This design comes from an exercise in tuning for small area and a short achievable clock period on the open sky130 flow, not from production work. RTL that was checked went through simulation tests only; none was proved equivalent to the original. No functional check of the RTL was part of runs 1 to 5. Power and IR drop assume default switching activity.

==> flow/design.v, too long to show whole: its modules and the start of the top module <==
// module riscv_core_ref: 215 lines
// module rf_rd_bit: 18 lines
// module agu_add: 756 lines
// module alu_add: 882 lines
// module pc_add: 441 lines
// module c_inv: 3 lines
// module c_nand2: 3 lines
// module c_nor2: 3 lines
// module c_nor3: 3 lines
// module c_nand3: 3 lines
// module c_nand4: 3 lines
// module c_a21oi: 3 lines
// module c_o21ai: 3 lines
// module c_o22ai: 3 lines
// module c_xor2: 3 lines
// module c_a221oi: 3 lines
// module c_mux2i: 3 lines
// module c_mux2: 3 lines
// module c_mux4: 3 lines
// module c_xnor2: 3 lines
module riscv_core_ref (
input clk,
input rstn,
output [31:0] instr_mem_addr,
input  [31:0] instr_mem_rdata,
output [31:0] data_mem_addr,
output        data_mem_write,
output [31:0] data_mem_wdata,
input  [31:0] data_mem_rdata
);
  // ...
==> flow/flow/run.sh <==
#!/bin/bash
# Own layout flow: the standard synthesis unchanged, then the standard ORFS
# layout with the I/O port buffers made from buf_4 and the delay cells kept
# out of the resizer's choices.  Each step's output goes to its own log here.
set -euo pipefail
DU="sky130_fd_sc_hd__probe_p_8 sky130_fd_sc_hd__probec_p_8 sky130_fd_sc_hd__lpflow_bleeder_1 sky130_fd_sc_hd__lpflow_clkbufkapwr_1 sky130_fd_sc_hd__lpflow_clkbufkapwr_16 sky130_fd_sc_hd__lpflow_clkbufkapwr_2 sky130_fd_sc_hd__lpflow_clkbufkapwr_4 sky130_fd_sc_hd__lpflow_clkbufkapwr_8 sky130_fd_sc_hd__lpflow_clkinvkapwr_1 sky130_fd_sc_hd__lpflow_clkinvkapwr_16 sky130_fd_sc_hd__lpflow_clkinvkapwr_2 sky130_fd_sc_hd__lpflow_clkinvkapwr_4 sky130_fd_sc_hd__lpflow_clkinvkapwr_8 sky130_fd_sc_hd__lpflow_decapkapwr_12 sky130_fd_sc_hd__lpflow_decapkapwr_3 sky130_fd_sc_hd__lpflow_decapkapwr_4 sky130_fd_sc_hd__lpflow_decapkapwr_6 sky130_fd_sc_hd__lpflow_decapkapwr_8 sky130_fd_sc_hd__lpflow_inputiso0n_1 sky130_fd_sc_hd__lpflow_inputiso0p_1 sky130_fd_sc_hd__lpflow_inputiso1n_1 sky130_fd_sc_hd__lpflow_inputiso1p_1 sky130_fd_sc_hd__lpflow_inputisolatch_1 sky130_fd_sc_hd__lpflow_isobufsrc_1 sky130_fd_sc_hd__lpflow_isobufsrc_16 sky130_fd_sc_hd__lpflow_isobufsrc_2 sky130_fd_sc_hd__lpflow_isobufsrc_4 sky130_fd_sc_hd__lpflow_isobufsrc_8 sky130_fd_sc_hd__lpflow_isobufsrckapwr_16 sky130_fd_sc_hd__lpflow_lsbuf_lh_hl_isowell_tap_1 sky130_fd_sc_hd__lpflow_lsbuf_lh_hl_isowell_tap_2 sky130_fd_sc_hd__lpflow_lsbuf_lh_hl_isowell_tap_4 sky130_fd_sc_hd__lpflow_lsbuf_lh_isowell_4 sky130_fd_sc_hd__lpflow_lsbuf_lh_isowell_tap_1 sky130_fd_sc_hd__lpflow_lsbuf_lh_isowell_tap_2 sky130_fd_sc_hd__lpflow_lsbuf_lh_isowell_tap_4"
DU="$DU sky130_fd_sc_hd__clkdlybuf4s15_1 sky130_fd_sc_hd__clkdlybuf4s15_2 sky130_fd_sc_hd__clkdlybuf4s18_1 sky130_fd_sc_hd__clkdlybuf4s18_2 sky130_fd_sc_hd__clkdlybuf4s25_1 sky130_fd_sc_hd__clkdlybuf4s25_2 sky130_fd_sc_hd__clkdlybuf4s50_1 sky130_fd_sc_hd__clkdlybuf4s50_2 sky130_fd_sc_hd__dlygate4sd1_1 sky130_fd_sc_hd__dlygate4sd2_1 sky130_fd_sc_hd__dlygate4sd3_1 sky130_fd_sc_hd__dlymetal6s2s_1 sky130_fd_sc_hd__dlymetal6s4s_1 sky130_fd_sc_hd__dlymetal6s6s_1"
bash standard.sh synth > std_synth.log 2>&1
bash standard.sh "DONT_USE_CELLS=$DU" "BUFFER_PORTS_ARGS=-buffer_cell sky130_fd_sc_hd__buf_4" finish > std_layout.log 2>&1
==> flow/standard.sh <==
#!/bin/bash
# synth_recipe.tcl (not shown) runs the flow's synth.tcl, then flattens the netlist and writes it again
# the make line also repeats each setting of config.mk as NAME=value (left out here)
make -C /OpenROAD-flow-scripts/flow DESIGN_CONFIG=/design/flow/config.mk WORK_HOME=/design/flow/orfs CLKGATE_MAP_FILE= SYNTH_SCRIPT=/design/flow/synth_recipe.tcl "${@:-finish}"
==> flow/config.mk <==
export PLATFORM = sky130hd
export DESIGN_NAME = riscv_core_ref
export DESIGN_NICKNAME = riscv_core_ref
export VERILOG_FILES = /design/flow/design.v
export SDC_FILE = /design/flow/constraint.sdc
export NUM_CORES = 4
export LEC_CHECK = 0
export CAP_MARGIN = 20
export CORE_MARGIN = 2
export CORE_UTILIZATION = 45
export CTS_CLUSTER_DIAMETER = 80
export CTS_CLUSTER_SIZE = 20
export PLACE_DENSITY = 0.6
export SETUP_SLACK_MARGIN = 3.0
export SLEW_MARGIN = 20
export SYNTH_HIERARCHICAL = 1
==> flow/constraint.sdc <==
create_clock -name core_clock -period 12.0 [get_ports {clk}]
set_input_delay 2.4000 -clock core_clock [delete_from_list [all_inputs] [get_ports {clk}]]
set_output_delay 2.4000 -clock core_clock [all_outputs]
set_load 0.01 [all_outputs]
==> results by group, run 1 <==
Critical path
  • Critical path required time: 9600 ps
  • Setup crit end: data_mem_addr[22]
  • R2R Setup Slk: 4830 ps
  • Crit-path most repeated cell: buf_4
  • CP Capture Type: output pin

Cells and area
  • # diodes: 2
  • Filler instances: 11800
  • Clock buffers: 84
  • Biggest regs: rf (992), pc (31), vld (31)
  • Core Util, Final: 50.6%
  • Multi-input combinational area share: 41.2%
  • Seq. cell area: 0.0313 mm2

Logic synthesis
  • Post-synthesis instance total: 5436
  • Yosys warns: 11

Global routing
  • M2 GR Usage: 57.2%

Die
  • Row cnt: 132
  • Die Area: 0.134 mm2

Clock tree
  • Clock latency on the worst-skew pair: 740 ps

Run status
  • Status: no timing/DRC/antenna violations

Detailed routing
  • DRT met1 WL: 102000 um

Timing
  • Min cycle time layout: 9280 ps
  • Final setup slack of the worst path: 2720 ps
  • Achievable frequency: 108 MHz
  • Slew HR: 15.6%
  • Fin Setup TNS: 0 ps
==> module riscv_core_ref, before the edit <==
module riscv_core_ref (
input clk,
input rstn,
output [31:0] instr_mem_addr,
input  [31:0] instr_mem_rdata,
output [31:0] data_mem_addr,
output        data_mem_write,
output [31:0] data_mem_wdata,
input  [31:0] data_mem_rdata
);
wire [31:0] ins = instr_mem_rdata;
wire [6:0]  op  = ins[6:0];
wire [2:0]  f3  = ins[14:12];
wire [4:0]  rd  = ins[11:7];
wire [4:0]  ra  = ins[19:15];
wire [4:0]  rb  = ins[24:20];
wire        sg  = ins[31];
wire op_lui   = (op == 7'b0110111);
wire op_auipc = (op == 7'b0010111);
wire op_jal   = (op == 7'b1101111);
wire op_jalr  = (op == 7'b1100111) & (f3 == 3'b000);
wire op_br    = (op == 7'b1100011) & (f3[2:1] != 2'b01);
wire op_imm   = (op == 7'b0010011) &
                ((f3 == 3'b001) ? (ins[31:26] == 6'b000000) :
                 (f3 == 3'b101) ? ((ins[31:26] == 6'b000000) | (ins[31:26] == 6'b010000)) :
                 1'b1);
wire op_reg   = (op == 7'b0110011) &
                ((ins[31:25] == 7'b0000000) |
                 ((ins[31:25] == 7'b0100000) & ((f3 == 3'b000) | (f3 == 3'b101))));
wire op_load  = (op == 7'b0000011) & (f3 != 3'b011) & (f3[2:1] != 2'b11);
wire op_store = (op == 7'b0100011) & (f3[2] == 1'b0) & (f3[1:0] != 2'b11);
wire op_link  = op_jal | op_jalr;
wire rf_we    = (op_lui | op_auipc | op_link | op_imm | op_reg | op_load) & (rd != 5'd0);
wire [31:0] i_im = {{21{sg}}, ins[30:20]};
wire [31:0] s_im = {{21{sg}}, ins[30:25], ins[11:7]};
wire [31:0] b_im = {{20{sg}}, ins[7], ins[30:25], ins[11:8], 1'b0};
wire [31:0] u_im = {ins[31:12], 12'b0};
wire [31:0] j_im = {{12{sg}}, ins[19:12], ins[20], ins[30:21], 1'b0};
reg  [31:0] rf [1:31];
reg  [31:1] vld;
wire [31:0] wdn;
wire [3:0] pa_lo, pb_lo;
wire [7:0] pa_hi, pb_hi;
genvar gi, gj;
generate
for (gi = 0; gi < 4; gi = gi + 1) begin : g_plo
    assign pa_lo[gi] = (ra[1:0] == gi);
    assign pb_lo[gi] = (rb[1:0] == gi);
end
for (gi = 0; gi < 8; gi = gi + 1) begin : g_phi
    assign pa_hi[gi] = (ra[4:2] == gi);
    assign pb_hi[gi] = (rb[4:2] == gi);
end
endgenerate
wire [31:1] sna, snb;
generate
for (gi = 1; gi < 32; gi = gi + 1) begin : g_rf
    c_nand3 u_sa (.a(vld[gi]), .b(pa_lo[gi % 4]), .c(pa_hi[gi / 4]), .y(sna[gi]));
    c_nand3 u_sb (.a(vld[gi]), .b(pb_lo[gi % 4]), .c(pb_hi[gi / 4]), .y(snb[gi]));
    always @(posedge clk) begin
        if (rf_we && rd == gi) rf[gi] <= wdn;
    end
end
endgenerate
always @(posedge clk or negedge rstn) begin
    if (!rstn) vld <= 31'b0;
    else if (rf_we) vld[rd] <= 1'b1;
end
wire [31:0] rsa_n, rsb_n;
wire [31:0] rsa_r0, rsa_r1;
generate
for (gj = 0; gj < 32; gj = gj + 1) begin : g_rd
    wire [31:1] qn;
    for (gi = 1; gi < 32; gi = gi + 1) begin : g_q
        assign qn[gi] = rf[gi][gj];
    end
    rf_rd_bit u_a (.qn(qn), .sn(sna), .yn(rsa_n[gj]), .r({rsa_r1[gj], rsa_r0[gj]}));
    rf_rd_bit u_b (.qn(qn), .sn(snb), .yn(rsb_n[gj]), .r());
end
endgenerate
wire [31:0] rsa = ~rsa_n;
wire [31:0] rsb = ~rsb_n;
reg  [31:1] pc;
wire [31:0] pc_w   = {pc, 1'b0};
wire [31:0] pc4    = pc_w + 32'd4;
wire [31:0] pc_imm = ins[3] ? j_im : (ins[2] ? u_im : b_im);
wire [31:0] pc_sum;
assign pc_sum[0] = 1'b0;
pc_add u_pca (.a(pc), .b(pc_imm[31:1]), .s(pc_sum[31:1]));
wire [31:0] ag_im = op_store ? s_im : i_im;
wire [31:0] ag;
agu_add u_agu (.an(rsa_n), .bn(~ag_im), .r0(rsa_r0), .r1(rsa_r1), .b(ag_im), .s(ag));
wire        use_imm = ~ins[5];                   
wire [31:0] opb     = use_imm ? i_im : rsb;
wire        do_sub  = ins[6] | (f3[2:1] == 2'b01) | (ins[5] & ins[30] & (f3 == 3'b000));
wire [31:0] sum;
wire        alu_co;
wire [31:0] bn_imm = ~(i_im ^ {32{do_sub}});
wire [31:0] bn_reg, alu_bn;
generate
for (gj = 0; gj < 32; gj = gj + 1) begin : g_bn
    c_xor2 u_x (.a(rsb_n[gj]), .b(do_sub), .y(bn_reg[gj]));
    c_mux2 u_m (.d0(bn_reg[gj]), .d1(bn_imm[gj]), .s(use_imm), .y(alu_bn[gj]));
end
endgenerate
wire [31:0] x_and, x_or, x_xor;
wire        c31;
alu_add u_alu (.an(rsa_n), .bn(alu_bn), .ci(do_sub), .s(sum), .co(alu_co), .c31(c31),
               .xg(x_and), .xt(x_or), .xp(x_xor));
wire        lt1     = ~x_xor[31] & rsa[31];
wire        lt0     = x_xor[31] | rsa[31];
wire        ltu1    = ~x_or[31];
wire        ltu0    = ~x_and[31];
wire        lt      = c31 ? lt1 : lt0;
wire        ltu     = c31 ? ltu1 : ltu0;
wire        eq      = &x_xor;
wire [4:0]  shamt   = opb[4:0];
wire        sh_left = ~f3[2];
wire        sh_fill = ins[30] & rsa[31];
wire        sh_fp   = sh_fill & ~sh_left;        
wire [31:0] sh_st [0:6];
generate
for (gj = 0; gj < 32; gj = gj + 1) begin : g_sh
    c_mux2i u_r0 (.d0(rsa_n[gj]), .d1(rsa_n[31-gj]), .s(sh_left), .y(sh_st[0][gj]));
    for (gi = 0; gi < 5; gi = gi + 1) begin : g_k
        if (gj + (1 << gi) < 32) begin : g_in
            c_mux2i u_s (.d0(sh_st[gi][gj]), .d1(sh_st[gi][gj + (1 << gi)]), .s(shamt[gi]), .y(sh_st[gi+1][gj]));
        end else begin : g_fill
            c_mux2i u_s (.d0(sh_st[gi][gj]), .d1((gi % 2 == 0) ? sh_fp : ~sh_fp), .s(shamt[gi]), .y(sh_st[gi+1][gj]));
        end
    end
    c_mux2i u_r1 (.d0(sh_st[5][gj]), .d1(sh_st[5][31-gj]), .s(sh_left), .y(sh_st[6][gj]));
end
endgenerate
wire [31:0] sh_out = sh_st[6];
wire br_c1  = f3[2] ? (f3[1] ? ltu1 : lt1) : eq;
wire br_c0  = f3[2] ? (f3[1] ? ltu0 : lt0) : eq;
wire taken1 = op_jal | (op_br & (br_c1 ^ f3[0]));
wire taken0 = op_jal | (op_br & (br_c0 ^ f3[0]));
wire [31:1] pc_oth = op_jalr ? ag[31:1] : pc4[31:1];
wire [31:1] pc_n1  = taken1 ? pc_sum[31:1] : pc_oth;
wire [31:1] pc_n0  = taken0 ? pc_sum[31:1] : pc_oth;
wire [31:1] pc_nxt;
generate
for (gj = 1; gj < 32; gj = gj + 1) begin : g_pcn
    c_mux2 u_m (.d0(pc_n0[gj]), .d1(pc_n1[gj]), .s(c31), .y(pc_nxt[gj]));
end
endgenerate
always @(posedge clk or negedge rstn) begin
    if (!rstn) pc <= 31'b0;
    else       pc <= pc_nxt;
end
wire [1:0]  ab  = ag[1:0];
wire [15:0] ldh = ab[1] ? data_mem_rdata[31:16] : data_mem_rdata[15:0];
wire [7:0]  ldb = ab[0] ? ldh[15:8] : ldh[7:0];
reg  [31:0] ld;
always @(*) begin
    case (f3[1:0])
        2'b00:   ld = {{24{ldb[7] & ~f3[2]}}, ldb};
        2'b01:   ld = {{16{ldh[15] & ~f3[2]}}, ldh};
        default: ld = data_mem_rdata;
    endcase
end
wire        wb_alu  = ~(op_load | op_lui | op_auipc | op_link);
wire        s_sum   = wb_alu & (f3 == 3'b000);
wire        s_sh    = wb_alu & (f3[1:0] == 2'b01);
reg  [31:0] alu_rest;
always @(*) begin
    case (f3)
        3'b010:  alu_rest = {31'b0, lt};
        3'b011:  alu_rest = {31'b0, ltu};
        3'b100:  alu_rest = x_xor;
        3'b110:  alu_rest = x_or;
        3'b111:  alu_rest = x_and;
        default: alu_rest = 32'b0;
    endcase
end
wire [31:0] wb_rest = op_load  ? ld :
                      op_lui   ? u_im :
                      op_auipc ? pc_sum :
                      op_link  ? pc4 :
                                 alu_rest;
generate
for (gj = 0; gj < 32; gj = gj + 1) begin : g_wb
    c_a221oi u_w (.a1(sum[gj]), .a2(s_sum), .b1(sh_out[gj]), .b2(s_sh), .c1(wb_rest[gj]), .y(wdn[gj]));
end
endgenerate
reg [3:0] wm_tt [0:3];
integer v, kk;
reg [1:0] abv;
always @(*) begin
    for (kk = 0; kk < 4; kk = kk + 1) begin
        for (v = 0; v < 4; v = v + 1) begin
            abv = v[1:0] + s_im[1:0];
            wm_tt[kk][v] = op_store & (f3[1] | (f3[0] ? (abv[1] == kk[1]) : (abv == kk[1:0])));
        end
    end
end
wire [3:0] wm;
genvar gk;
generate
for (gk = 0; gk < 4; gk = gk + 1) begin : g_wm
    c_mux4 u_wm (.d0(wm_tt[gk][3]), .d1(wm_tt[gk][2]), .d2(wm_tt[gk][1]), .d3(wm_tt[gk][0]),
                 .s0(rsa_n[0]), .s1(rsa_n[1]), .y(wm[gk]));
end
endgenerate
wire [31:0] st = f3[1] ? rsb : f3[0] ? {2{rsb[15:0]}} : {4{rsb[7:0]}};
assign data_mem_wdata[7:0]   = wm[0] ? st[7:0]   : data_mem_rdata[7:0];
assign data_mem_wdata[15:8]  = wm[1] ? st[15:8]  : data_mem_rdata[15:8];
assign data_mem_wdata[23:16] = wm[2] ? st[23:16] : data_mem_rdata[23:16];
assign data_mem_wdata[31:24] = wm[3] ? st[31:24] : data_mem_rdata[31:24];
assign data_mem_write = op_store;
assign data_mem_addr  = {ag[31:2], 2'b00};
assign instr_mem_addr = pc_w;
endmodule
==> inputs of run 2 (changes only) <==
--- a/flow/design.v
+++ b/flow/design.v
@@ -113,5 +113,3 @@
 wire        ltu0    = ~x_and[31];
-wire        lt      = c31 ? lt1 : lt0;
-wire        ltu     = c31 ? ltu1 : ltu0;
-wire        eq      = &x_xor;
+wire        eq      = (rsa_n == rsb_n);
 wire [4:0]  shamt   = opb[4:0];
@@ -169,4 +167,2 @@
     case (f3)
-        3'b010:  alu_rest = {31'b0, lt};
-        3'b011:  alu_rest = {31'b0, ltu};
         3'b100:  alu_rest = x_xor;
@@ -182,5 +178,15 @@
                                  alu_rest;
+wire        s_lt    = wb_alu & (f3 == 3'b010);
+wire        s_ltu   = wb_alu & (f3 == 3'b011);
+wire        rest0_1 = wb_rest[0] | (s_lt & lt1) | (s_ltu & ltu1);
+wire        rest0_0 = wb_rest[0] | (s_lt & lt0) | (s_ltu & ltu0);
+wire        rest0;
+c_mux2 u_r0 (.d0(rest0_0), .d1(rest0_1), .s(c31), .y(rest0));
 generate
 for (gj = 0; gj < 32; gj = gj + 1) begin : g_wb
-    c_a221oi u_w (.a1(sum[gj]), .a2(s_sum), .b1(sh_out[gj]), .b2(s_sh), .c1(wb_rest[gj]), .y(wdn[gj]));
+    if (gj == 0) begin : g_b0
+        c_a221oi u_w (.a1(sum[gj]), .a2(s_sum), .b1(sh_out[gj]), .b2(s_sh), .c1(rest0), .y(wdn[gj]));
+    end else begin : g_bn
+        c_a221oi u_w (.a1(sum[gj]), .a2(s_sum), .b1(sh_out[gj]), .b2(s_sh), .c1(wb_rest[gj]), .y(wdn[gj]));
+    end
 end
@@ -207,6 +213,7 @@
 wire [31:0] st = f3[1] ? rsb : f3[0] ? {2{rsb[15:0]}} : {4{rsb[7:0]}};
-assign data_mem_wdata[7:0]   = wm[0] ? st[7:0]   : data_mem_rdata[7:0];
-assign data_mem_wdata[15:8]  = wm[1] ? st[15:8]  : data_mem_rdata[15:8];
-assign data_mem_wdata[23:16] = wm[2] ? st[23:16] : data_mem_rdata[23:16];
-assign data_mem_wdata[31:24] = wm[3] ? st[31:24] : data_mem_rdata[31:24];
+generate
+for (gj = 0; gj < 32; gj = gj + 1) begin : g_wdat
+    c_mux2 u_m (.d0(data_mem_rdata[gj]), .d1(st[gj]), .s(wm[gj / 8]), .y(data_mem_wdata[gj]));
+end
+endgenerate
 assign data_mem_write = op_store;
--- a/flow/config.mk
+++ b/flow/config.mk
@@ -13,3 +13,3 @@
 export PLACE_DENSITY = 0.6
-export SETUP_SLACK_MARGIN = 3.0
+export SETUP_SLACK_MARGIN = 3.5
 export SLEW_MARGIN = 20
==> results by group, run 2 <==
Die
  • Die Area: 0.135 mm2 (was 0.134 mm2)
  • Row cnt: 133 (was 132)
  • Initial Util: 45.2% (was 45.4%)
  • Top-Level Pins: 163 (unchanged)
  • Die Y: 367 um (was 366 um)
  • Die width: 367 um (was 366 um)
  • Core ar.: 0.131 mm2 (was 0.130 mm2)

Cells and area
  • Most frequent cells in the layout: 992 x edfxtp_1, 984 x o22ai_1, 890 x nor2_1, 255 x mux2i_1, 250 x nand2_1 (was 992 x edfxtp_1, 971 x o22ai_1, 893 x nor2_1, 279 x mux2i_1, 267 x nand2_1)
  • Most common cell after layout, fill and taps aside: edfxtp_1 (unchanged)
  • Synth-to-Final Area Change: 13.8% (was 11.6%)
  • Largest register by flop count: rf (unchanged)
  • Layout cells sized above 1: 19.6% (was 16.5%)
  • Final nets: 5801 (was 5697)
  • Largest register FFs: 992 (unchanged)
  • Biggest regs: rf (992), pc (31), vld (31) (unchanged)

Critical path
  • Worst Path Max Fanout: 25 (was 19)
  • Critical path's slowest cell: nor2_1 (unchanged)
  • Crit path cell chain: buf_4 > nor2b_4 > buf_6 > buf_6 > nand3_4 > buf_1 > o22ai_1 > nor2_1 > nand4_1 > nor2_1 > mux2i_1 > mux2_4 > buf_4 (was buf_4 > and3b_1 > nand3_4 > buf_4 > o22ai_1 > nor2_1 > nand4_1 > nor2_1 > xor2_1 > xor2_1 > buf_4)
  • WP data arrival: 6300 ps (was 6880 ps)
  • Critical path required time: 9600 ps (about the same)
  • Slowest cell delay on critical path: 590 ps (was 980 ps)
  • Critical Setup Path Class: in -> out (unchanged)
  • Critical Path Start Type: primary input (unchanged)
  • CP Capture Type: output pin (unchanged)

Timing
  • RSZ-0062 raised after global routing: true (unchanged)
  • Min cycle time layout: 8700 ps (was 9280 ps)
  • Fin Setup TNS: 0 ps (unchanged)
  • Slew @ Worst Pin: 1230 ps (was 1270 ps)
  • Tcrit/Tclk final: 72.5% (was 77.3%)
  • Endpoints failing setup: 0 (unchanged)
  • Final Hold Slack: 617 ps (was 545 ps)
  • Slew HR: 17.9% (was 15.6%)
  • Final Hold Vio Count: 0 (unchanged)
  • Layout Skew: 48.4 ps (was 54.7 ps)
  • Final Max Tran Viols: 0 (unchanged)
  • Achievable frequency: 115 MHz (was 108 MHz)

Power
  • Seq pwr share: 48.9% (was 49.2%)
  • Leak: 24.5 nW (was 22.2 nW)
  • Internal: 6.06 mW (was 5.96 mW)
  • Sw Pwr: 2.73 mW (was 2.74 mW)
  • Switch share: 31.0% (was 31.5%)
  • Peak supply drop: 0.000126 V (was 0.000130 V)
  • PwrDens: 130 mW/mm2 (was 132 mW/mm2)
  • Comb pwr share: 22.5% (was 21.7%)
  • Clock share of power: 28.6% (was 29.0%)

Global routing
  • Global route overflow: 0 (unchanged)
  • First-pass GRT wire length: 368000 um (was 371000 um)
  • Largest net degree at the start of global routing: 45 (was 58)
  • Antenna violations before repair: 4 (was 11)
  • Vias in the first global route: 48200 (was 47200)
  • Overall Global Routing Usage: 38.6% (was 39.2%)

Clock tree
  • Hold_buf cts: 0 (unchanged)
  • CTS clk-pin slew, worst paths: 90 ps (was 80 ps)
  • Clock latency on the worst-skew pair: 720 ps (was 740 ps)
  • # H-tree levels: 3 (unchanged)
  • CTS Root Cell: clkbuf_16 (unchanged)
  • TritonCTS Buffers: 70 (unchanged)
  • CTS max path bufs: 3 (unchanged)
  • CTS tree: yes (unchanged)
  • # clock sinks: 1054 (unchanged)

Run
  • # Max-Cap Violations: 0 (unchanged)

Logic synthesis
  • Yosys warns: 11 (unchanged)
  • Syn avg cell area: 11.0 um2 (was 10.8 um2)
  • Post-synthesis instance total: 5405 (was 5436)
  • Cell Area, Synth: 0.0594 mm2 (was 0.0589 mm2)

Detailed routing
  • Via count: 52700 (was 51800)
  • ANT nets after route: 0 (unchanged)
  • DRC: 0 (unchanged)
  • Met3 routed WL: 38900 um (was 34400 um)
  • Total routed wirelength: 272000 um (was 274000 um)
  • Initial DRC count: 8558 (was 8647)
  • Vias per cell: 7.01 (about the same)
  • Routed length on met2: 113000 um (was 115000 um)
  • WL/cell: 36.2 um (was 37.1 um)
  • Max Used Layer: met5 (unchanged)
  • Drt pass-1 iters: 7 (was 8)
  • DRT met1 WL: 95900 um (was 102000 um)

Placement
  • RD Place Congestion: 1.11 (was 1.10)
  • Placed wire-length estimate: 186000 um (was 192000 um)
  • Port bufs: 159 (unchanged)

Run status
  • Status: no timing/DRC/antenna violations (unchanged)

Min path
  • Worst Hold Class: reg -> reg (unchanged)
[run 2: what timing repair did]
item                       CTS  global route
pin swaps                   44            19
gates cloned                10             4
setup buffers               77            58
resized for setup          181            71
setup endpoints to repair  739           563
[run 2: final timing paths]
path / startpoint / end / slack, ps / cells after the start
setup reg to reg: vld[9]$_DFFE_PN0P_ / rf[11][16]$_DFFE_PP_ / 5360 / 15
setup / recovery: instr_mem_rdata[21] / data_mem_wdata[16] / 3300 / 13
min in group asynchronous: rstn / pc[12]$_DFF_PN0_ / 1730 / 1
hold reg to reg: vld[26]$_DFFE_PN0P_ / vld[26]$_DFFE_PN0P_ / 620 / 1
hold / removal: vld[26]$_DFFE_PN0P_ / vld[26]$_DFFE_PN0P_ / 620 / 1
max in group asynchronous: rstn / vld[18]$_DFFE_PN0P_ / 9200 / 2
[run 2: stage by stage]
stage / util [%] / cells / instance area (um2) / setup WS, ps / total power [mW]
2_1_floorplan: - / 5407 / 59400 / 3550 / 5.72
3_3_place_gp: 47.9 / 7238 / 62900 / 2200 / 6.18
3_5_place_dp: 48.0 / 7246 / 63000 / 2030 / 6.21
4_1_cts: 50.9 / 7437 / 66800 / 3420 / 8.69
5_1_grt: 51.5 / 7506 / 67600 / 3360 / 8.99
6_report: 51.5 / 7509 / 67600 / 3300 / 8.78
[run 2: routing by layer]
metal | GRT usage, % | vias to the layer above
met3 | 13.2 | 959
met1 | 48.8 | 25700
met4 | 26.7 | 4
met5 | 0 | -
met2 | 55.7 | 4365
li1 | - | 21600
[run 2: area by class of cell]
type	instances	area, um2
Fill cell	11500	63700
Sequential cell	1054	31300
Multi-Input combinational cell	4017	28000
Timing Repair Buffer	512	3620
Tap cell	1755	2200
Clock buffer	81	1840
Clock inverter	23	343
Inverter	64	262
Antenna cell	3	7.51
[run 2: critical path, delay by kind of cell]
| kind | cells | cell delay, ps |
|---|---|---|
| and+or+nand+nor | 5 | 1760 |
| buffers and inverters | 5 | 1160 |
| muxes | 2 | 730 |
| AOI/OAI and AO/OA | 1 | 180 |
[run 2: power groups by stage]
stage | Clock [mW] | Sequential, mW | Combinational (mW)
final | 2.51 | 4.29 | 1.98
after global routing | 2.64 | 4.30 | 2.04
after CTS | 2.52 | 4.28 | 1.89
after detailed placement | 0 | 4.36 | 1.85
after global placement | 0 | 4.36 | 1.82
after floorplan | 0 | 4.34 | 1.38
==> inputs of run 3 (changes only) <==
--- a/flow/config.mk
+++ b/flow/config.mk
@@ -13,3 +13,3 @@
 export PLACE_DENSITY = 0.6
-export SETUP_SLACK_MARGIN = 3.5
+export SETUP_SLACK_MARGIN = 3.8
 export SLEW_MARGIN = 20
==> results by group, run 3 <==
Power
  • Clock share of power: 28.0% (was 28.6%)
  • Comb pwr share: 22.8% (was 22.5%)
  • Sw Pwr: 2.71 mW (was 2.73 mW)
  • Switch share: 31.1% (was 31.0%)
  • Seq pwr share: 49.3% (was 48.9%)
  • Peak supply drop: 0.000143 V (was 0.000126 V)
  • PwrDens: 127 mW/mm2 (was 130 mW/mm2)
  • Internal: 6.02 mW (was 6.06 mW)
  • Leak: 25.0 nW (was 24.5 nW)

Placement
  • Placed wire-length estimate: 186000 um (about the same)
  • Port bufs: 159 (unchanged)
  • Placement Setup Slack: 2030 ps (about the same)
  • RD Place Congestion: 1.07 (was 1.11)

Run status
  • Status: no timing/DRC/antenna violations (unchanged)

Critical path
  • Delay-heaviest family, CP: simple AND/OR/NAND/NOR gates (unchanged)
  • Worst flop-to-flop path startpoint: vld[29]$_DFFE_PN0P_ (was vld[9]$_DFFE_PN0P_)
  • Worst Path Max Fanout: 12 (was 25)
  • Crit path cell chain: buf_4 > and2_4 > nand3_2 > o22ai_1 > nor2_1 > nand4_1 > nor2_1 > buf_2 > mux2i_1 > nor2_1 > a21oi_2 > mux2_4 > buf_4 (was buf_4 > nor2b_4 > buf_6 > buf_6 > nand3_4 > buf_1 > o22ai_1 > nor2_1 > nand4_1 > nor2_1 > mux2i_1 > mux2_4 > buf_4)
  • Worst path bufs/invs: 3 (was 5)
  • Crit-path most repeated cell: nor2_1
  • Critical path required time: 9600 ps (about the same)
  • Critical Setup Path Class: in -> out (unchanged)
  • WP data arrival: 6010 ps (was 6300 ps)
  • Slowest cell delay on critical path: 650 ps (was 590 ps)
  • FF-to-FF End: rf[23][28]$_DFFE_PP_ (was rf[11][16]$_DFFE_PP_)
  • FF-to-FF path depth: 17 (was 15)
  • R2R Setup Slk: 5410 ps (was 5360 ps)
  • Critical path's slowest cell: nand3_2 (was nor2_1)
  • Critical Path Start Type: primary input (unchanged)
  • CP Capture Type: output pin (unchanged)

Logic synthesis
  • Yosys warns: 11 (unchanged)
  • Post-synthesis instance total: 5405 (unchanged)
  • Syn avg cell area: 11.0 um2 (unchanged)
  • Cell Area, Synth: 0.0594 mm2 (unchanged)

Timing
  • Final Hold Vio Count: 0 (unchanged)
  • Endpoints failing setup: 0 (unchanged)
  • Layout Skew: 50.8 ps (was 48.4 ps)
  • Slew HR: 15.3% (was 17.9%)
  • RSZ-0062 raised after global routing: true (unchanged)
  • Tcrit/Tclk final: 70.1% (was 72.5%)
  • Fin Setup TNS: 0 ps (unchanged)
  • Final Max Tran Viols: 0 (unchanged)
  • Achievable frequency: 119 MHz (was 115 MHz)
  • Min cycle time layout: 8410 ps (was 8700 ps)
  • Slew @ Worst Pin: 1270 ps (was 1230 ps)
  • Final setup slack of the worst path: 3590 ps (was 3300 ps)

Die
  • Die Y: 367 um (unchanged)
  • Die width: 367 um (unchanged)
  • Initial Util: 45.2% (unchanged)
  • Top-Level Pins: 163 (unchanged)
  • Die Area: 0.135 mm2 (unchanged)
  • Row cnt: 133 (unchanged)
  • Core ar.: 0.131 mm2 (unchanged)

Detailed routing
  • Total routed wirelength: 278000 um (was 272000 um)
  • Vias per cell: 7.02 (was 7.01)
  • Via count: 53600 (was 52700)
  • Initial DRC count: 8779 (was 8558)
  • ANT nets after route: 0 (unchanged)
  • DRC: 0 (unchanged)
  • Drt pass-1 iters: 8 (was 7)
  • WL/cell: 36.5 um (was 36.2 um)

Min path
  • Hold Path Origin: vld[2]$_DFFE_PN0P_ (was vld[26]$_DFFE_PN0P_)
  • Hold endpoint: vld[2]$_DFFE_PN0P_ (was vld[26]$_DFFE_PN0P_)
  • Worst Hold Depth: 1 (unchanged)
  • Worst Hold Class: reg -> reg (unchanged)

Cells and area
  • Largest register by flop count: rf (unchanged)
  • Seq. cell area: 0.0313 mm2 (unchanged)
  • Final nets: 5920 (was 5801)
  • Filler instances: 11500 (about the same)
  • Synth-to-Final Area Change: 15.9% (was 13.8%)
  • Most common cell after layout, fill and taps aside: edfxtp_1 (unchanged)
  • Largest register FFs: 992 (unchanged)
  • Area of the multi-input gates: 0.0284 mm2 (was 0.0280 mm2)
  • Biggest regs: rf (992), pc (31), vld (31) (unchanged)
  • Most frequent cells in the layout: 992 x edfxtp_1, 982 x o22ai_1, 852 x nor2_1, 251 x mux2i_1, 250 x nand2_1 (was 992 x edfxtp_1, 984 x o22ai_1, 890 x nor2_1, 255 x mux2i_1, 250 x nand2_1)
  • Layout cells sized above 1: 21.9% (was 19.6%)

Clock tree
  • TritonCTS Buffers: 70 (unchanged)
  • CTS Root Cell: clkbuf_16 (unchanged)
  • Hold_buf cts: 0 (unchanged)
  • CTS tree: yes (unchanged)
  • # clock sinks: 1054 (unchanged)
  • Clock latency on the worst-skew pair: 720 ps (about the same)
  • CTS clk-pin slew, worst paths: 80 ps (was 90 ps)
  • CTS max path bufs: 3 (unchanged)
  • # H-tree levels: 3 (unchanged)

Global routing
  • Vias in the first global route: 48600 (was 48200)
  • First-pass GRT wire length: 378000 um (was 368000 um)
  • Largest net degree at the start of global routing: 63 (was 45)
  • Global route overflow: 0 (unchanged)
  • Overall Global Routing Usage: 39.8% (was 38.6%)
  • Antenna violations before repair: 16 (was 4)

Run
  • # Max-Cap Violations: 0 (unchanged)
==> run 3: cell count changes in the layout (fill, tap and decap cells not counted), sizes merged <==
cell,change
diode,+2
clkbuf,+7
clkinv,+2
buf,+109
inv,-3
bufinv,-1
clkinvlp,-3
nand3,+6
==> run 3: per-stage QoR <==
| stage | cell area (um2) | cells | hold WS, ps | util (%) | power [mW] |
|---|---|---|---|---|---|
| 6_report | 68900 | 7628 | 588 | 52.4 | 8.73 |
| 5_1_grt | 68800 | 7623 | 616 | 52.4 | 8.92 |
| 4_1_cts | 67500 | 7505 | 590 | 51.4 | 8.62 |
| 3_5_place_dp | 62900 | 7240 | 533 | 47.9 | 6.20 |
| 3_3_place_gp | 62900 | 7236 | 523 | 47.9 | 6.17 |
| 2_1_floorplan | 59500 | 5407 | 460 | - | 5.72 |
==> run 3: how the worst max path moves through the flow <==
| stage | start | to | slack, ps | depth (start not counted) |
|---|---|---|---|---|
| finish | instr_mem_rdata[21] | data_mem_wdata[24] | 3590 | 13 |
| global route | instr_mem_rdata[21] | data_mem_wdata[24] | 3750 | 13 |
| CTS | instr_mem_rdata[18] | data_mem_addr[29] | 3730 | 15 |
| detailed placement | instr_mem_rdata[15] | rf[23][26]$_DFFE_PP_ | 2030 | 17 |
| global placement | instr_mem_rdata[15] | rf[22][26]$_DFFE_PP_ | 2050 | 17 |
| floorplan | instr_mem_rdata[14] | rf[2][0]$_DFFE_PP_ | 3690 | 6 |
==> run 3: repair_timing <==
action | in CTS | in global routing
pin swaps | 74 | 36
setup buffers | 143 | 111
resized for setup | 254 | 155
cloned | 20 | 1
setup endpoints to repair | 1083 | 695
==> run 3: routing by layer <==
layer  up-vias  GRT usage, %  wire, um
met5         -             0       100
met4        16          28.3     25000
met3      1053          13.5     39900
met2      4533          56.9    114000
met1     26100          50.4     98900
li1      21800             -         -
==> run 3: power by group through the flow <==
stage | Clock (mW) | Sequential [mW] | Combinational [mW]
floorplan | 0 | 4.34 | 1.38
global placement | 0 | 4.37 | 1.80
detailed placement | 0 | 4.37 | 1.83
CTS | 2.44 | 4.29 | 1.89
global route | 2.56 | 4.31 | 2.06
finish | 2.44 | 4.30 | 1.99
==> run 3: final cells by class <==
class                      instances  area share, %
antenna                            5         0.0182
clock buffer                      85           2.66
clock inverter                    17          0.353
inverter                          64          0.400
multi-input combinational       4023           41.3
sequential                      1054           45.5
tap                             1755           3.19
timing repair buffer             624           6.58
timing repair inverter             1         0.0164
==> inputs of run 4 (changes only) <==
--- a/flow/design.v
+++ b/flow/design.v
@@ -101,4 +101,4 @@
 for (gj = 0; gj < 32; gj = gj + 1) begin : g_bn
-    c_xor2 u_x (.a(rsb_n[gj]), .b(do_sub), .y(bn_reg[gj]));
-    c_mux2 u_m (.d0(bn_reg[gj]), .d1(bn_imm[gj]), .s(use_imm), .y(alu_bn[gj]));
+    c_xnor2 u_x (.a(rsb_n[gj]), .b(do_sub), .y(bn_reg[gj]));       
+    c_mux2i u_m (.d0(bn_reg[gj]), .d1(~bn_imm[gj]), .s(use_imm), .y(alu_bn[gj]));
 end
@@ -113,3 +113,3 @@
 wire        ltu0    = ~x_and[31];
-wire        eq      = (rsa_n == rsb_n);
+wire        eq      = &x_xor;
 wire [4:0]  shamt   = opb[4:0];
@@ -137,5 +137,5 @@
 wire taken0 = op_jal | (op_br & (br_c0 ^ f3[0]));
+wire taken;
+c_mux2 u_tk (.d0(taken0), .d1(taken1), .s(c31), .y(taken));
 wire [31:1] pc_oth = op_jalr ? ag[31:1] : pc4[31:1];
-wire [31:1] pc_n1  = taken1 ? pc_sum[31:1] : pc_oth;
-wire [31:1] pc_n0  = taken0 ? pc_sum[31:1] : pc_oth;
 wire [31:1] pc_nxt;
@@ -143,3 +143,3 @@
 for (gj = 1; gj < 32; gj = gj + 1) begin : g_pcn
-    c_mux2 u_m (.d0(pc_n0[gj]), .d1(pc_n1[gj]), .s(c31), .y(pc_nxt[gj]));
+    c_mux2i u_m (.d0(~pc_oth[gj]), .d1(~pc_sum[gj]), .s(taken), .y(pc_nxt[gj]));
 end
@@ -213,7 +213,6 @@
 wire [31:0] st = f3[1] ? rsb : f3[0] ? {2{rsb[15:0]}} : {4{rsb[7:0]}};
-generate
-for (gj = 0; gj < 32; gj = gj + 1) begin : g_wdat
-    c_mux2 u_m (.d0(data_mem_rdata[gj]), .d1(st[gj]), .s(wm[gj / 8]), .y(data_mem_wdata[gj]));
-end
-endgenerate
+assign data_mem_wdata[7:0]   = wm[0] ? st[7:0]   : data_mem_rdata[7:0];
+assign data_mem_wdata[15:8]  = wm[1] ? st[15:8]  : data_mem_rdata[15:8];
+assign data_mem_wdata[23:16] = wm[2] ? st[23:16] : data_mem_rdata[23:16];
+assign data_mem_wdata[31:24] = wm[3] ? st[31:24] : data_mem_rdata[31:24];
 assign data_mem_write = op_store;
--- a/flow/config.mk
+++ b/flow/config.mk
@@ -13,3 +13,3 @@
 export PLACE_DENSITY = 0.6
-export SETUP_SLACK_MARGIN = 3.8
+export SETUP_SLACK_MARGIN = 3.5
 export SLEW_MARGIN = 20
==> results by group, run 4 <==
Detailed routing
  • Routed length on met2: 108000 um (was 114000 um)
  • WL/cell: 36.8 um (was 36.5 um)
  • DRT met1 WL: 103000 um (was 98900 um)
  • Initial DRC count: 9123 (was 8779)
  • Vias per cell: 7.00 (was 7.02)
  • DRC: 0 (unchanged)
  • Max Used Layer: met5 (unchanged)
  • ANT nets after route: 0 (unchanged)
  • Total routed wirelength: 270000 um (was 278000 um)
  • Drt pass-1 iters: 8 (unchanged)
  • Via count: 51500 (was 53600)
  • Met3 routed WL: 40300 um (was 39900 um)

Cells and area
  • Synth-to-Final Area Change: 13.9% (was 15.9%)
  • Area of the multi-input gates: 0.0263 mm2 (was 0.0284 mm2)
  • Most common cell after layout, fill and taps aside: edfxtp_1 (unchanged)
  • Seq. cell area: 0.0313 mm2 (unchanged)
  • Biggest regs: rf (992), pc (31), vld (31) (unchanged)
  • Most frequent cells in the layout: 992 x edfxtp_1, 976 x o22ai_1, 831 x nor2_1, 346 x mux2i_1, 273 x nand2_1 (was 992 x edfxtp_1, 982 x o22ai_1, 852 x nor2_1, 251 x mux2i_1, 250 x nand2_1)
  • Layout cells sized above 1: 17.9% (was 21.9%)
  • Largest register FFs: 992 (unchanged)
  • Largest register by flop count: rf (unchanged)
  • Filler instances: 11300 (was 11500)
  • Core Util, Final: 51.6% (was 52.4%)
  • Fin area: 0.0659 mm2 (was 0.0689 mm2)
  • Final nets: 5746 (was 5920)

Min path
  • Hold Path Origin: vld[29]$_DFFE_PN0P_ (was vld[2]$_DFFE_PN0P_)
  • Worst Hold Class: reg -> reg (unchanged)

Logic synthesis
  • Cell Area, Synth: 0.0579 mm2 (was 0.0594 mm2)
  • Yosys warns: 11 (unchanged)
  • Post-synthesis instance total: 5349 (was 5405)
  • Syn avg cell area: 10.8 um2 (was 11.0 um2)

Power
  • PwrDens: 129 mW/mm2 (was 127 mW/mm2)
  • Internal: 5.83 mW (was 6.02 mW)
  • Seq pwr share: 50.6% (was 49.3%)
  • Switch share: 31.6% (was 31.1%)
  • Clock share of power: 28.5% (was 28.0%)
  • Sw Pwr: 2.69 mW (was 2.71 mW)
  • Power Total: 8.52 mW (was 8.73 mW)
  • Peak supply drop: 0.000128 V (was 0.000143 V)
  • Comb pwr share: 20.9% (was 22.8%)
  • Leak: 22.7 nW (was 25.0 nW)

Placement
  • Port bufs: 159 (unchanged)
  • Dpl cell area: 0.0613 mm2 (was 0.0629 mm2)
  • Placement Setup Slack: 1440 ps (was 2030 ps)
  • RD Place Congestion: 1.07 (about the same)
  • Placed wire-length estimate: 188000 um (was 186000 um)

Die
  • Core ar.: 0.128 mm2 (was 0.131 mm2)
  • Die Area: 0.132 mm2 (was 0.135 mm2)
  • Row cnt: 131 (was 133)
  • Die Y: 363 um (was 367 um)
  • Die width: 363 um (was 367 um)
  • Top-Level Pins: 163 (unchanged)
  • Initial Util: 45.3% (was 45.2%)

Clock tree
  • TritonCTS Buffers: 69 (was 70)
  • Clock latency on the worst-skew pair: 720 ps (about the same)
  • CTS clk-pin slew, worst paths: 80 ps (about the same)
  • # clock sinks: 1054 (unchanged)
  • # H-tree levels: 3 (unchanged)
  • CTS Root Cell: clkbuf_16 (unchanged)
  • CTS tree: yes (unchanged)
  • CTS max path bufs: 3 (unchanged)

Timing
  • Final setup slack of the worst path: 3100 ps (was 3590 ps)
  • Tcrit/Tclk final: 74.1% (was 70.1%)
  • Endpoints failing setup: 0 (unchanged)
  • Slew @ Worst Pin: 1270 ps (about the same)
  • Fin Setup TNS: 0 ps (unchanged)
  • Min cycle time layout: 8900 ps (was 8410 ps)
  • RSZ-0062 raised after global routing: true (unchanged)
  • Final Max Tran Viols: 0 (unchanged)
  • Slew HR: 15.3% (about the same)
  • Achievable frequency: 112 MHz (was 119 MHz)
  • Layout Skew: 40.3 ps (was 50.8 ps)
  • Final Hold Vio Count: 0 (unchanged)

Global routing
  • Global route overflow: 0 (unchanged)
  • Vias in the first global route: 46500 (was 48600)
  • Overall Global Routing Usage: 39.6% (was 39.8%)
  • Largest net degree at the start of global routing: 63 (unchanged)
  • Antenna violations before repair: 16 (unchanged)
  • First-pass GRT wire length: 365000 um (was 378000 um)

Critical path
  • Setup crit start: instr_mem_rdata[20] (was instr_mem_rdata[21])
  • CP Capture Type: flop (was output pin)
  • WP data arrival: 9220 ps (was 6010 ps)
  • Critical Setup Path Class: in -> reg (was in -> out)
  • Worst Path Max Fanout: 31 (was 12)
  • R2R Setup Slk: 4880 ps (was 5410 ps)
  • Critical path required time: 12320 ps (was 9600 ps)
  • Critical Path Start Type: primary input (unchanged)
  • Worst flop-to-flop path startpoint: vld[24]$_DFFE_PN0P_ (was vld[29]$_DFFE_PN0P_)

Run status
  • Status: no timing/DRC/antenna violations (unchanged)

Run
  • # Max-Cap Violations: 0 (unchanged)
[run 4: per-layer routing]
layer,up-vias,track usage (%)
met5,-,0
met4,20,22.2
met3,686,12.6
met2,4068,54.9
met1,25400,54.6
li1,21300,-
[run 4: power groups by stage]
stage / clock (mW) / combinational (mW) / sequential [mW]
floorplan: 0 / 1.16 / 4.35
global placement: 0 / 1.63 / 4.38
detailed placement: 0 / 1.64 / 4.38
CTS: 2.44 / 1.69 / 4.30
global route: 2.56 / 1.86 / 4.31
finish: 2.43 / 1.78 / 4.31
[run 4: timing repair]
item,in CTS,in global routing
setup endpoints to repair,779,314
setup buffers,74,84
pin swaps,37,35
resized for setup,155,87
hold buffers,0,0
gates cloned,11,3
[run 4: per-stage QoR]
| stage | hold WS (ps) | instances |
|---|---|---|
| 3_5_place_dp | 528 | 7079 |
| 5_1_grt | 581 | 7354 |
| 4_1_cts | 558 | 7262 |
| 2_1_floorplan | 454 | 5351 |
| 6_report | 573 | 7355 |
| 3_3_place_gp | 530 | 7071 |
[run 4: worst max-delay path: stages]
cell      delay [ps]
buf_4            240
inv_1            220
nor2_2           450
buf_1            410
nand3_2          440
buf_4            410
o22ai_1          170
nor2_1            70
nand4_1          370
nor2_2           240
xnor2_1          180
mux2i_1          250
xor2_1           620
mux2i_1          140
o21ai_0          890
a21oi_1          170
o22a_1           220
o22ai_1          750
a221oi_4          60
buf_2            420
[run 4: cell type report]
cell class                      count  area share (%)
Sequential cell                  1054            47.5
Multi-Input combinational cell   3928            39.9
Timing Repair Buffer              517            5.68
Tap cell                         1662            3.15
Clock buffer                       78            2.75
Inverter                           94           0.537
Clock inverter                     20           0.408
Antenna cell                        2         0.00759
[run 4: final timing paths]
| check | end | cells after the start |
|---|---|---|
| max in group asynchronous | pc[22]$_DFF_PN0_ | 1 |
| worst max register to register | rf[24][30]$_DFFE_PP_ | 16 |
| min in group asynchronous | vld[1]$_DFFE_PN0P_ | 1 |
| worst min-delay path | vld[29]$_DFFE_PN0P_ | 1 |
| worst min register to register | vld[29]$_DFFE_PN0P_ | 1 |
| worst max-delay path | rf[24][30]$_DFFE_PP_ | 20 |
==> inputs of run 5 (changes only) <==
--- a/flow/config.mk
+++ b/flow/config.mk
@@ -13,3 +13,3 @@
 export PLACE_DENSITY = 0.6
-export SETUP_SLACK_MARGIN = 3.5
+export SETUP_SLACK_MARGIN = 3.8
 export SLEW_MARGIN = 20
==> results by group, run 5 <==
Timing
  • Slew HR: 11.6% (was 15.3%)
  • Final Hold Slack: 592 ps (was 573 ps)
  • Achievable frequency: 117 MHz (was 112 MHz)
  • Min cycle time layout: 8530 ps (was 8900 ps)
  • Layout Skew: 34.7 ps (was 40.3 ps)
  • Endpoints failing setup: 0 (unchanged)
  • Slew @ Worst Pin: 1310 ps (was 1270 ps)
  • Final Max Tran Viols: 0 (unchanged)
  • Fin Setup TNS: 0 ps (unchanged)
  • RSZ-0062 raised after global routing: true (unchanged)
  • Tcrit/Tclk final: 71.1% (was 74.1%)
  • Final Hold Vio Count: 0 (unchanged)

Power
  • Internal: 5.80 mW (was 5.83 mW)
  • Peak supply drop: 0.000111 V (was 0.000128 V)
  • Comb pwr share: 21.5% (was 20.9%)
  • PwrDens: 125 mW/mm2 (was 129 mW/mm2)
  • Sw Pwr: 2.75 mW (was 2.69 mW)
  • Clock share of power: 28.1% (was 28.5%)
  • Seq pwr share: 50.4% (was 50.6%)
  • Switch share: 32.2% (was 31.6%)
  • Leak: 23.5 nW (was 22.7 nW)

Cells and area
  • Final nets: 5954 (was 5746)
  • Most frequent cells in the layout: 992 x edfxtp_1, 976 x o22ai_1, 796 x nor2_1, 346 x mux2i_1, 269 x nand2_1 (was 992 x edfxtp_1, 976 x o22ai_1, 831 x nor2_1, 346 x mux2i_1, 273 x nand2_1)
  • Most common cell after layout, fill and taps aside: edfxtp_1 (unchanged)
  • Largest register FFs: 992 (unchanged)
  • Core Util, Final: 53.4% (was 51.6%)
  • Synth-to-Final Area Change: 17.7% (was 13.9%)
  • Biggest regs: rf (992), pc (31), vld (31) (unchanged)
  • Largest register by flop count: rf (unchanged)
  • Layout cells sized above 1: 21.1% (was 17.9%)

Global routing
  • Antenna violations before repair: 9 (was 16)
  • Overall Global Routing Usage: 41.0% (was 39.6%)
  • First-pass GRT wire length: 378000 um (was 365000 um)
  • Global route overflow: 0 (unchanged)
  • GR peak layer: met2 (unchanged)
  • M2 GR Usage: 57.0% (was 54.9%)
  • Largest net degree at the start of global routing: 65 (was 63)
  • Met3 usage: 12.8% (was 12.6%)
  • Met1 Track Usage GR: 55.9% (was 54.6%)
  • Vias in the first global route: 47500 (was 46500)

Detailed routing
  • Total routed wirelength: 281000 um (was 270000 um)
  • Initial DRC count: 9924 (was 9123)
  • WL/cell: 37.2 um (was 36.8 um)
  • DRC: 0 (unchanged)
  • Via count: 53500 (was 51500)
  • Drt pass-1 iters: 10 (was 8)
  • ANT nets after route: 0 (unchanged)
  • Vias per cell: 7.07 (was 7.00)

Logic synthesis
  • Syn avg cell area: 10.8 um2 (unchanged)
  • Cell Area, Synth: 0.0579 mm2 (unchanged)
  • Yosys warns: 11 (unchanged)
  • Post-synthesis instance total: 5349 (unchanged)

Critical path
  • Worst Path Max Fanout: 22 (was 31)
  • Worst flop-to-flop path startpoint: vld[16]$_DFFE_PN0P_ (was vld[24]$_DFFE_PN0P_)
  • WP data arrival: 6130 ps (was 9220 ps)
  • Critical Setup Path Class: in -> out (was in -> reg)
  • Worst path bufs/invs: 5 (unchanged)
  • Delay-heaviest family, CP: simple AND/OR/NAND/NOR gates (was compound AO/OA/AOI/OAI gates)
  • Critical path required time: 9600 ps (was 12320 ps)
  • Critical path's slowest cell: nor2_1 (was o21ai_0)
  • FF-to-FF End: rf[16][24]$_DFFE_PP_ (was rf[24][30]$_DFFE_PP_)
  • Slowest cell delay on critical path: 440 ps (was 890 ps)
  • FF-to-FF path depth: 15 (was 16)
  • R2R Setup Slk: 5340 ps (was 4880 ps)
  • Crit path cell chain: buf_4 > inv_1 > nor2_1 > buf_2 > nand3_2 > buf_6 > o22ai_1 > nor2_1 > nand4_1 > nor2_2 > nand2_1 > o21ai_0 > a21oi_2 > buf_4 (was buf_4 > inv_1 > nor2_2 > buf_1 > nand3_2 > buf_4 > o22ai_1 > nor2_1 > nand4_1 > nor2_2 > xnor2_1 > mux2i_1 > xor2_1 > mux2i_1 > o21ai_0 > a21oi_1 > o22a_1 > o22ai_1 > a221oi_4 > buf_2)
  • CP Capture Type: output pin (was flop)
  • Critical Path Start Type: primary input (unchanged)

Die
  • Row cnt: 131 (unchanged)
  • Die Y: 363 um (unchanged)
  • Die Area: 0.132 mm2 (unchanged)
  • Core ar.: 0.128 mm2 (unchanged)
  • Initial Util: 45.3% (unchanged)
  • Top-Level Pins: 163 (unchanged)
  • Die width: 363 um (unchanged)

Clock tree
  • CTS tree: yes (unchanged)
  • CTS clk-pin slew, worst paths: 90 ps (was 80 ps)
  • Clock latency on the worst-skew pair: 700 ps (was 720 ps)
  • # H-tree levels: 3 (unchanged)
  • CTS Root Cell: clkbuf_16 (unchanged)
  • TritonCTS Buffers: 68 (was 69)
  • Hold_buf cts: 0 (unchanged)
  • CTS max path bufs: 3 (unchanged)
  • # clock sinks: 1054 (unchanged)

Placement
  • Placed wire-length estimate: 192000 um (was 188000 um)
  • RD Place Congestion: 1.07 (about the same)
  • Port bufs: 159 (unchanged)

Min path
  • Hold Path Origin: vld[2]$_DFFE_PN0P_ (was vld[29]$_DFFE_PN0P_)
  • Worst Hold Depth: 1 (unchanged)
  • Hold endpoint: vld[2]$_DFFE_PN0P_ (was vld[29]$_DFFE_PN0P_)
  • Worst Hold Class: reg -> reg (unchanged)

Run status
  • Status: no timing/DRC/antenna violations (unchanged)

Run
  • # Max-Cap Violations: 0 (unchanged)
-- run 5: worst max-delay path by stage --
stage | startpoint | depth (start not counted) | slack, ps | endpoint
global placement | instr_mem_rdata[16] | 15 | 1840 | data_mem_addr[27]
finish | instr_mem_rdata[21] | 14 | 3470 | data_mem_wdata[25]
detailed placement | instr_mem_rdata[15] | 15 | 1760 | data_mem_addr[27]
global route | instr_mem_rdata[23] | 12 | 3610 | data_mem_wdata[25]
CTS | instr_mem_rdata[20] | 14 | 3520 | data_mem_wdata[25]
floorplan | instr_mem_rdata[14] | 7 | 3440 | rf[1][0]$_DFFE_PP_
-- run 5: cell type report --
cell class | count | area, um2
diodes | 4 | 10.0
clock buffers | 71 | 1710
clock inverters | 26 | 295
fillers | 11200 | 59500
inverters | 94 | 357
multi-input cells | 3931 | 27100
flip-flops and latches | 1054 | 31300
well taps | 1662 | 2080
repair buffers | 723 | 5280
-- run 5: timing repair --
action                                   CTS  global route
cloned                                    16             3
pin swaps                                 74            57
endpoints found under the setup margin  1058           641
setup buffers                            147           209
gates resized for setup                  258           194
-- run 5: power by group through the flow --
stage	Sequential, mW	Clock (mW)	Combinational [mW]
2_1_floorplan	4.35	0	1.16
3_3_place_gp	4.38	0	1.63
3_5_place_dp	4.38	0	1.64
4_1_cts	4.30	2.40	1.72
5_1_grt	4.31	2.52	1.91
6_report	4.31	2.41	1.84
-- run 5: per-stage QoR --
stage / cell area [um2] / worst slack (ps) / total power, mW / std cells
2_1_floorplan: 57900 / 3440 / 5.51 / 5351
3_3_place_gp: 61200 / 1840 / 6.01 / 7080
3_5_place_dp: 61400 / 1760 / 6.02 / 7086
4_1_cts: 65900 / 3520 / 8.42 / 7346
5_1_grt: 68100 / 3610 / 8.74 / 7561
6_report: 68200 / 3470 / 8.55 / 7565
-- run 5: layer usage --
| layer | vias to the layer above | wire, um |
|---|---|---|
| met5 | - | 253 |
| met2 | 4543 | 113000 |
| met1 | 26300 | 106000 |
| met3 | 871 | 41200 |
| met4 | 11 | 21200 |
| li1 | 21800 | - |
==> inputs of run 6 (changes only) <==
--- a/flow/design.v
+++ b/flow/design.v
@@ -164,16 +164,16 @@
 wire        s_sh    = wb_alu & (f3[1:0] == 2'b01);
-reg  [31:0] alu_rest;
-always @(*) begin
-    case (f3)
-        3'b100:  alu_rest = x_xor;
-        3'b110:  alu_rest = x_or;
-        3'b111:  alu_rest = x_and;
-        default: alu_rest = 32'b0;
-    endcase
+wire        s_xor   = wb_alu & (f3 == 3'b100);
+wire        s_or    = wb_alu & (f3 == 3'b110);
+wire        s_and   = wb_alu & (f3 == 3'b111);
+wire [31:0] wb_early = op_lui   ? u_im :
+                       op_auipc ? pc_sum :
+                       op_link  ? pc4 : 32'b0;
+wire [31:0] wb_l1n, wb_l2n, wb_rest;
+generate
+for (gj = 0; gj < 32; gj = gj + 1) begin : g_wr
+    c_a222oi u_l1 (.a1(x_xor[gj]), .a2(s_xor), .b1(x_or[gj]), .b2(s_or), .c1(x_and[gj]), .c2(s_and), .y(wb_l1n[gj]));
+    c_a21oi  u_l2 (.a1(ld[gj]), .a2(op_load), .b1(wb_early[gj]), .y(wb_l2n[gj]));
+    c_nand2  u_r  (.a(wb_l1n[gj]), .b(wb_l2n[gj]), .y(wb_rest[gj]));
 end
-wire [31:0] wb_rest = op_load  ? ld :
-                      op_lui   ? u_im :
-                      op_auipc ? pc_sum :
-                      op_link  ? pc4 :
-                                 alu_rest;
+endgenerate
 wire        s_lt    = wb_alu & (f3 == 3'b010);
@@ -2348,2 +2348,5 @@
 endmodule
+module c_a222oi (input a1, input a2, input b1, input b2, input c1, input c2, output y);
+assign y = ~((a1 & a2) | (b1 & b2) | (c1 & c2));
+endmodule
 module c_a221oi (input a1, input a2, input b1, input b2, input c1, output y);
==> results by group, run 6 <==
Critical path
  • CP Capture Type: output pin (unchanged)
  • Critical path required time: 9600 ps (about the same)
  • Worst Path Max Fanout: 16 (was 22)
  • Critical Setup Path Class: in -> out (unchanged)
  • Worst flop-to-flop path startpoint: vld[3]$_DFFE_PN0P_ (was vld[16]$_DFFE_PN0P_)
  • Setup crit start: instr_mem_rdata[20] (was instr_mem_rdata[21])
  • FF-to-FF End: rf[7][3]$_DFFE_PP_ (was rf[16][24]$_DFFE_PP_)
  • FF-to-FF path depth: 20 (was 15)
  • WP data arrival: 6140 ps (was 6130 ps)
  • Setup crit end: data_mem_wdata[25] (unchanged)
  • Critical Path Start Type: primary input (unchanged)
  • R2R Setup Slk: 5580 ps (was 5340 ps)

Logic synthesis
  • Yosys warns: 11 (unchanged)
  • Syn avg cell area: 10.8 um2 (about the same)
  • Cell Area, Synth: 0.0579 mm2 (about the same)
  • Post-synthesis instance total: 5341 (was 5349)

Global routing
  • Global route overflow: 0 (unchanged)
  • Vias in the first global route: 48000 (was 47500)
  • Antenna violations before repair: 20 (was 9)
  • Largest net degree at the start of global routing: 63 (was 65)
  • First-pass GRT wire length: 380000 um (was 378000 um)
  • Overall Global Routing Usage: 41.5% (was 41.0%)

Run status
  • Status: no timing/DRC/antenna violations (unchanged)

Placement
  • Placed wire-length estimate: 181000 um (was 192000 um)
  • Placement Setup Slack: 2160 ps (was 1760 ps)
  • RD Place Congestion: 1.08 (was 1.07)
  • Port bufs: 159 (unchanged)

Die
  • Top-Level Pins: 163 (unchanged)
  • Die Area: 0.131 mm2 (was 0.132 mm2)
  • Die width: 363 um (about the same)
  • Row cnt: 131 (unchanged)
  • Die Y: 363 um (about the same)
  • Initial Util: 45.4% (was 45.3%)
  • Core ar.: 0.128 mm2 (about the same)

Power
  • Peak supply drop: 0.000123 V (was 0.000111 V)
  • PwrDens: 124 mW/mm2 (was 125 mW/mm2)
  • Leak: 23.9 nW (was 23.5 nW)

Clock tree
  • # clock sinks: 1054 (unchanged)
  • CTS clk-pin slew, worst paths: 90 ps (about the same)
  • Clock latency on the worst-skew pair: 740 ps (was 700 ps)
  • CTS max path bufs: 3 (unchanged)
  • CTS Root Cell: clkbuf_16 (unchanged)
  • TritonCTS Buffers: 68 (unchanged)
  • Hold_buf cts: 0 (unchanged)
  • # H-tree levels: 3 (unchanged)
  • CTS tree: yes (unchanged)

Cells and area
  • Biggest regs: rf (992), pc (31), vld (31) (unchanged)
  • Seq. cell area: 0.0313 mm2 (unchanged)
  • Largest register FFs: 992 (unchanged)
  • Most common cell after layout, fill and taps aside: edfxtp_1 (unchanged)
  • Most frequent cells in the layout: 992 x edfxtp_1, 972 x o22ai_1, 776 x nor2_1, 342 x nand2_1, 317 x mux2i_1 (was 992 x edfxtp_1, 976 x o22ai_1, 796 x nor2_1, 346 x mux2i_1, 269 x nand2_1)
  • Largest register by flop count: rf (unchanged)
  • Final nets: 5911 (was 5954)
  • Synth-to-Final Area Change: 17.7% (about the same)
  • Area of the multi-input gates: 0.0273 mm2 (was 0.0271 mm2)
  • Layout cells sized above 1: 20.5% (was 21.1%)
  • Filler instances: 11100 (was 11200)

Detailed routing
  • Initial DRC count: 10000 (was 9924)
  • Drt pass-1 iters: 9 (was 10)
  • DRC: 0 (unchanged)
  • WL/cell: 38.4 um (was 37.2 um)
  • Total routed wirelength: 289000 um (was 281000 um)
  • Vias per cell: 7.18 (was 7.07)
  • Via count: 54100 (was 53500)
  • ANT nets after route: 0 (unchanged)

Timing
  • Layout Skew: 63.6 ps (was 34.7 ps)
  • Final setup slack of the worst path: 3460 ps (was 3470 ps)
  • Final Max Tran Viols: 0 (unchanged)
  • Achievable frequency: 117 MHz (about the same)
  • Fin Setup TNS: 0 ps (unchanged)
  • RSZ-0062 raised after global routing: true (unchanged)
  • Slew HR: 15.5% (was 11.6%)
  • Tcrit/Tclk final: 71.2% (was 71.1%)
  • Final Hold Vio Count: 0 (unchanged)
  • Slew @ Worst Pin: 1270 ps (was 1310 ps)
  • Endpoints failing setup: 0 (unchanged)
  • Min cycle time layout: 8540 ps (was 8530 ps)

Min path
  • Worst Hold Class: reg -> reg (unchanged)

Run
  • # Max-Cap Violations: 0 (unchanged)
[run 6: cell types whose count changed in the layout (fill, tap and decap cells not counted), moves of 18 or more]
cell      delta
a21oi_1     -34
a21oi_2     +26
a222oi_1    +26
buf_2       -38
mux2i_1     -29
nand2_1     +73
nor2_1      -20
nor2_4      -24
nor3_2      +18
o21ai_0     -23
[run 6: through the flow]
| step | util, % | instance area (um2) | cells | total power [mW] | hold slack, ps |
|---|---|---|---|---|---|
| after floorplan | - | 58400 | 5344 | 5.50 | 487 |
| after global placement | 48.3 | 61600 | 7084 | 5.89 | 521 |
| after detailed placement | 48.5 | 61800 | 7099 | 5.92 | 535 |
| after CTS | 52.1 | 66400 | 7386 | 8.32 | 585 |
| after global routing | 53.4 | 68100 | 7527 | 8.64 | 647 |
| final | 53.4 | 68100 | 7532 | 8.44 | 639 |
[run 6: per-layer routing]
metal / vias up / wire [um] / GRT usage, % / share of wire, %
li1: 21800 / - / - / -
met1: 26300 / 102000 / 53.8 / 35
met2: 4835 / 115000 / 56.8 / 40
met3: 1052 / 47200 / 15.9 / 16
met4: 28 / 24800 / 28.4 / 8.6
met5: - / 679 / 1.55 / 0.23
[run 6: worst min path at each step]
stage / start / end / slack, ps / cells after the start
3_5_place_dp: vld[20]$_DFFE_PN0P_ / vld[20]$_DFFE_PN0P_ / 530 / 1
2_1_floorplan: vld[20]$_DFFE_PN0P_ / vld[20]$_DFFE_PN0P_ / 490 / 1
3_3_place_gp: vld[20]$_DFFE_PN0P_ / vld[20]$_DFFE_PN0P_ / 520 / 1
5_1_grt: vld[20]$_DFFE_PN0P_ / vld[20]$_DFFE_PN0P_ / 650 / 1
6_report: vld[20]$_DFFE_PN0P_ / vld[20]$_DFFE_PN0P_ / 640 / 1
4_1_cts: vld[7]$_DFFE_PN0P_ / vld[7]$_DFFE_PN0P_ / 590 / 1
[run 6: repair_timing]
| item | in CTS | in global routing |
|---|---|---|
| pin swaps | 96 | 51 |
| endpoints found under the setup margin | 745 | 276 |
| resized for setup | 217 | 163 |
| setup buffers | 163 | 120 |
| cloned | 24 | 12 |
[run 6: area by class of cell]
type / instances / area share [%]
repair buffers: 647 / 7.22
flip-flops and latches: 1054 / 46.0
clock buffers: 82 / 2.64
inverters: 103 / 0.588
clock inverters: 18 / 0.342
multi-input cells: 3957 / 40.1
diodes: 9 / 0.0331
well taps: 1662 / 3.05
[run 6: where the power goes]
| group | switching [mW] | internal [mW] |
|---|---|---|
| registers | 0.168 | 4.14 |
| clock network | 1.31 | 1.09 |
| logic | 1.15 | 0.574 |
[run 6: critical path, stage by stage]
cell,delay [ps]
buf_4,210
clkinvlp_4,270
nor2_4,220
buf_8,210
buf_1,210
nand3_4,380
o22ai_1,300
nor2_1,70
nand4_1,220
nor2_2,150
buf_2,230
mux2i_1,410
o21ai_0,250
a21oi_4,370
buf_4,190

-- separate check: timing with driven ports --
The results above use ideal ports. As a check the final layouts listed here were re-extracted and re-timed, cells and wires unchanged.
Step 1, drivers: a clkbuf_16 drives clk and a buf_2 each remaining input, both assumed.
Step 2 moves the port delays by t, midway between the first and last clock arrival at a register: inputs arrive t later, outputs are due t later. That takes back most of the time a late clock gives input paths.
Three values: no drivers, after step 1, after step 2; two values: the first two.
run	t, ns	setup WS [ns]	worst hold slack (ns)	slew at the worst register clock pin (ns)	cell pins on the clock port's net
run 1	0.790	2.720 / 2.692 / 2.170	0.545 / 0.545 / 0.545	0.09 / 0.09	1
run 2	0.776	3.304 / 3.274 / 2.835	0.617 / 0.617 / 0.617	0.09 / 0.09	1
run 3	0.780	3.593 / 3.569 / 2.919	0.588 / 0.588 / 0.588	0.09 / 0.09	1
run 4	0.767	3.104 / 3.147 / 2.380	0.573 / 0.573 / 0.573	0.09 / 0.09	1
run 5	0.766	3.474 / 3.443 / 2.999	0.592 / 0.592 / 0.592	0.09 / 0.09	1
run 6	0.790	3.460 / 3.425 / 3.159	0.639 / 0.639 / 0.639	0.09 / 0.09	1
After both steps setup and hold are still met in every run listed. For run 4, which loses most, drivers alone change the setup slack by +0.043 ns; drivers and shift together by -0.724 ns.
